This design comes from an exercise in tuning for small area on the open sky130 flow, not from production work.
Power and IR drop assume default switching activity.

// cic3_echip65_2x12Row
module cic3_echip65_2x12Row
(
output logic [(25-1):0] out0,
output logic [(25-1):0] out1,
output logic [(25-1):0] out2,
output logic [(25-1):0] out3,
output logic [(25-1):0] out4,
output logic [(25-1):0] out5,
output logic [(25-1):0] out6,
output logic [(25-1):0] out7,
output logic [(25-1):0] out8,
output logic [(25-1):0] out9,
output logic [(25-1):0] out10,
output logic [(25-1):0] out11,
output logic [(25-1):0] out12,
output logic [(25-1):0] out13,
output logic [(25-1):0] out14,
output logic [(25-1):0] out15,
output logic [(25-1):0] out16,
output logic [(25-1):0] out17,
output logic [(25-1):0] out18,
output logic [(25-1):0] out19,
output logic [(25-1):0] out20,
output logic [(25-1):0] out21,
output logic [(25-1):0] out22,
output logic [(25-1):0] out23,
input logic [(24-1):0] in,
input logic clk,
input logic reset_n
);
logic [15:0] wo, wm, wn;
logic bnd, first, out_ld, xfer, xclr;
logic [24:0] outs [24];
cic3_clkdiv ctrl (
    .wo(wo), .wm(wm), .wn(wn), .bnd(bnd), .first(first), .out_ld(out_ld),
    .xfer(xfer), .xclr(xclr), .clk(clk), .reset_n(reset_n));
genvar k;
generate
    for (k = 0; k < 24; k++) begin : FILTERS
        cic3_echip65_noclk ch (
            .out(outs[k]), .in(in[k]), .clk(clk), .reset_n(reset_n),
            .wo(wo), .wm(wm), .wn(wn), .bnd(bnd), .first(first),
            .out_ld(out_ld), .xfer(xfer), .xclr(xclr));
    end
endgenerate
assign out0  = outs[0];
assign out1  = outs[1];
assign out2  = outs[2];
assign out3  = outs[3];
assign out4  = outs[4];
assign out5  = outs[5];
assign out6  = outs[6];
assign out7  = outs[7];
assign out8  = outs[8];
assign out9  = outs[9];
assign out10 = outs[10];
assign out11 = outs[11];
assign out12 = outs[12];
assign out13 = outs[13];
assign out14 = outs[14];
assign out15 = outs[15];
assign out16 = outs[16];
assign out17 = outs[17];
assign out18 = outs[18];
  ...
==> module cic3_clkdiv, before the edit <==
module cic3_clkdiv
    (output logic [15:0] wo,       
     output logic [15:0] wm,       
     output logic [15:0] wn,       
     output logic        bnd,      
     output logic        first,    
     output logic        out_ld,   
     output logic        xfer,     
     output logic        xclr,     
     input  logic        clk,
     input  logic        reset_n);
logic [7:0] q;       
logic       jv;      
always_comb begin
    bnd    = (q == 8'd0);
    first  = (q == 8'd130) & ~jv;      
    out_ld = (q == 8'd129) & jv;
    xfer   = (q >= 8'd130) & (q <= 8'd154) & jv;
    xclr   = (q >= 8'd130) & (q <= 8'd154) & ~jv;
end
always_ff @(posedge clk or negedge reset_n) begin
    if (!reset_n) begin
        q  <= 8'd129;
        jv <= 1'b0;
        wo <= 16'd8256;    
        wm <= 16'd49152;   
        wn <= 16'd8128;    
    end else begin
        q  <= q + 8'd1;
        if (q == 8'd128) jv <= 1'b1;
        wo <= (q == 8'd255) ? 16'd0     : wo + {8'd0, q};
        wn <= (q == 8'd255) ? 16'd32896 : wn + {8'd0, q} - 16'd256;
        wm <= (q == 8'd255) ? 16'd32640 : wm - {7'd0, q, 1'b0} + 16'd256;
    end
end
endmodule
==> module cic3_echip65_noclk, before the edit <==
module cic3_echip65_noclk
    (output logic [24:0] out,
     input  logic        in,
     input  logic        clk,
     input  logic        reset_n,
     input  logic [15:0] wo,
     input  logic [15:0] wm,
     input  logic [15:0] wn,
     input  logic        bnd,
     input  logic        first,
     input  logic        out_ld,
     input  logic        xfer,
     input  logic        xclr);
localparam int ROT = 15;    
logic        x;        
logic [21:0] acc_z;
logic [23:0] acc_y;
logic [24:0] acc_x;
logic [24:0] w3, w2, w1;
function automatic logic [24:0] radd(input logic [24:0] a, input logic [15:0] b);
    logic c;
    logic [24:0] bb;
    bb = {9'd0, b};
    c = 1'b0;
    for (int i = 0; i < 25; i++) begin
        radd[i] = a[i] ^ bb[i] ^ c;
        c = (a[i] & bb[i]) | (c & (a[i] ^ bb[i]));
    end
endfunction
logic [24:0] az_in, ay_in, ax_in;
logic [24:0] az_nx, ay_nx, ax_nx;
always_comb begin
    az_in = (bnd | first) ? 25'd0 : {3'd0, acc_z};
    ay_in = bnd ? {3'd0, acc_z} : (first ? 25'd0 : {1'b0, acc_y});
    ax_in = bnd ? {1'b0, acc_y} : (first ? 25'd0 : acc_x);
    az_nx = radd(az_in, wo & {16{x}});
    ay_nx = radd(ay_in, wm & {16{x}});
    ax_nx = radd(ax_in, wn & {16{x}});
end
always_ff @(posedge clk) begin
    x <= in;
    acc_z <= az_nx[21:0];
    acc_y <= ay_nx[23:0];
    acc_x <= ax_nx;
    w3 <= bnd ? acc_x : {w3[23:0], w3[24]};
    w2 <= {w2[23:0], xclr ? 1'b0 : (xfer ? w3[24] : w2[24])};
    w1 <= {w1[23:0], xclr ? 1'b0 : (xfer ? w2[24] : w1[24])};
end
always_ff @(posedge clk or negedge reset_n) begin
    if (!reset_n)
        out <= 25'd0;
    else if (out_ld)
        for (int i = 0; i < 25; i++) out[i] <= w1[(i + ROT) % 25];
end
endmodule
Settings: LEC_CHECK=0, CAP_MARGIN=20, CORE_MARGIN=2, CORE_UTILIZATION=40, SLEW_MARGIN=20; clock period 10.0 ns.
run.sh (not shown) runs the stock make flow with config.mk's settings and CLKGATE_MAP_FILE= SYNTH_SCRIPT=/design/flow/synth_recipe.tcl, a recipe that flattens the netlist after the stock synthesis.
Rerun with:
--- a/flow/design.v
+++ b/flow/design.v
@@ -9,28 +9,28 @@
      output logic        xclr,     
      input  logic        clk,
      input  logic        reset_n);
-logic [7:0] q;       
+logic [7:0] p;       
 logic       jv;      
 always_comb begin
-    bnd    = (q == 8'd0);
-    first  = (q == 8'd130) & ~jv;      
-    out_ld = (q == 8'd129) & jv;
-    xfer   = (q >= 8'd130) & (q <= 8'd154) & jv;
-    xclr   = (q >= 8'd130) & (q <= 8'd154) & ~jv;
+    bnd    = (p == 8'd0);
+    first  = (p == 8'd130) & ~jv;
+    out_ld = (p == 8'd130) & jv;
+    xfer   = (p >= 8'd131) & (p <= 8'd155) & jv;
+    xclr   = (p >= 8'd131) & (p <= 8'd155) & ~jv;
 end
 always_ff @(posedge clk or negedge reset_n) begin
     if (!reset_n) begin
-        q  <= 8'd129;
+        p  <= 8'd130;
         jv <= 1'b0;
-        wo <= 16'd8256;    
-        wm <= 16'd49152;   
-        wn <= 16'd8128;    
+        wo <= 16'd8385;    
+        wm <= 16'd49150;   
+        wn <= 16'd8001;    
     end else begin
-        q  <= q + 8'd1;
-        if (q == 8'd128) jv <= 1'b1;
-        wo <= (q == 8'd255) ? 16'd0     : wo + {8'd0, q};
-        wn <= (q == 8'd255) ? 16'd32896 : wn + {8'd0, q} - 16'd256;
-        wm <= (q == 8'd255) ? 16'd32640 : wm - {7'd0, q, 1'b0} + 16'd256;
+        p  <= p + 8'd1;
+        if (p == 8'd129) jv <= 1'b1;
+        wo <= (p == 8'd255) ? 16'd0     : wo + {8'd0, p};
+        wn <= (p == 8'd255) ? 16'd32896 : wn + {8'd0, p} - 16'd256;
+        wm <= (p == 8'd255) ? 16'd32640 : wm - {7'd0, p, 1'b0} + 16'd256;
     end
 end
 endmodule
@@ -47,8 +47,7 @@
      input  logic        out_ld,
      input  logic        xfer,
      input  logic        xclr);
-localparam int ROT = 15;    
-logic        x;        
+localparam int ROT = 16;    
 logic [21:0] acc_z;
 logic [23:0] acc_y;
 logic [24:0] acc_x;
@@ -69,12 +68,11 @@
     az_in = (bnd | first) ? 25'd0 : {3'd0, acc_z};
     ay_in = bnd ? {3'd0, acc_z} : (first ? 25'd0 : {1'b0, acc_y});
     ax_in = bnd ? {1'b0, acc_y} : (first ? 25'd0 : acc_x);
-    az_nx = radd(az_in, wo & {16{x}});
-    ay_nx = radd(ay_in, wm & {16{x}});
-    ax_nx = radd(ax_in, wn & {16{x}});
+    az_nx = radd(az_in, wo & {16{in}});
+    ay_nx = radd(ay_in, wm & {16{in}});
+    ax_nx = radd(ax_in, wn & {16{in}});
 end
 always_ff @(posedge clk) begin
-    x <= in;
     acc_z <= az_nx[21:0];
     acc_y <= ay_nx[23:0];
     acc_x <= ax_nx;
Effect:
- fmax drops by about 1.6%
- cell area is about the same
- register-to-register slack stays flat
- setup slack degrades by 0.15 ns
- core utilization climbs by 0.15 points
- cell count stays flat
- synthesized cell count stays flat
- die area drops by about 0.54%
- power drops by 0.42%
- global-route usage drops by 0.29 points
- area after synthesis drops by 0.54%
- first-iteration DRC count drops by about 8%
Function was not checked in any run of this note: the RTL went through the layout flow alone.

port drivers added, routing unchanged:
Ports are ideal in the flow. The routed layouts listed here were re-timed in OpenROAD.
Step 1, drivers: a clkbuf_16 drives clk and a buf_2 each remaining input, both assumed.
Step 2 also shifts input and output timing later by t, the mid clock arrival at the registers, as if the neighbouring blocks saw the same clock.
Slacks: ideal / step 1 / step 2; pairs: ideal / step 1.
run	t, ns	setup slack, ns	clock arrival spread, ns	worst register clock-pin slew, ns
the first run	1.038	0.321 / 0.321 / 0.321	0.072 / 0.073	0.07 / 0.07
the second run	1.033	0.167 / 0.239 / -0.794	0.069 / 0.070	0.07 / 0.07
Met with ideal ports but missed after step 2: setup timing in the second run. For the second run, which loses most, drivers alone change the setup slack by +0.072 ns; drivers and shift together by -0.961 ns.
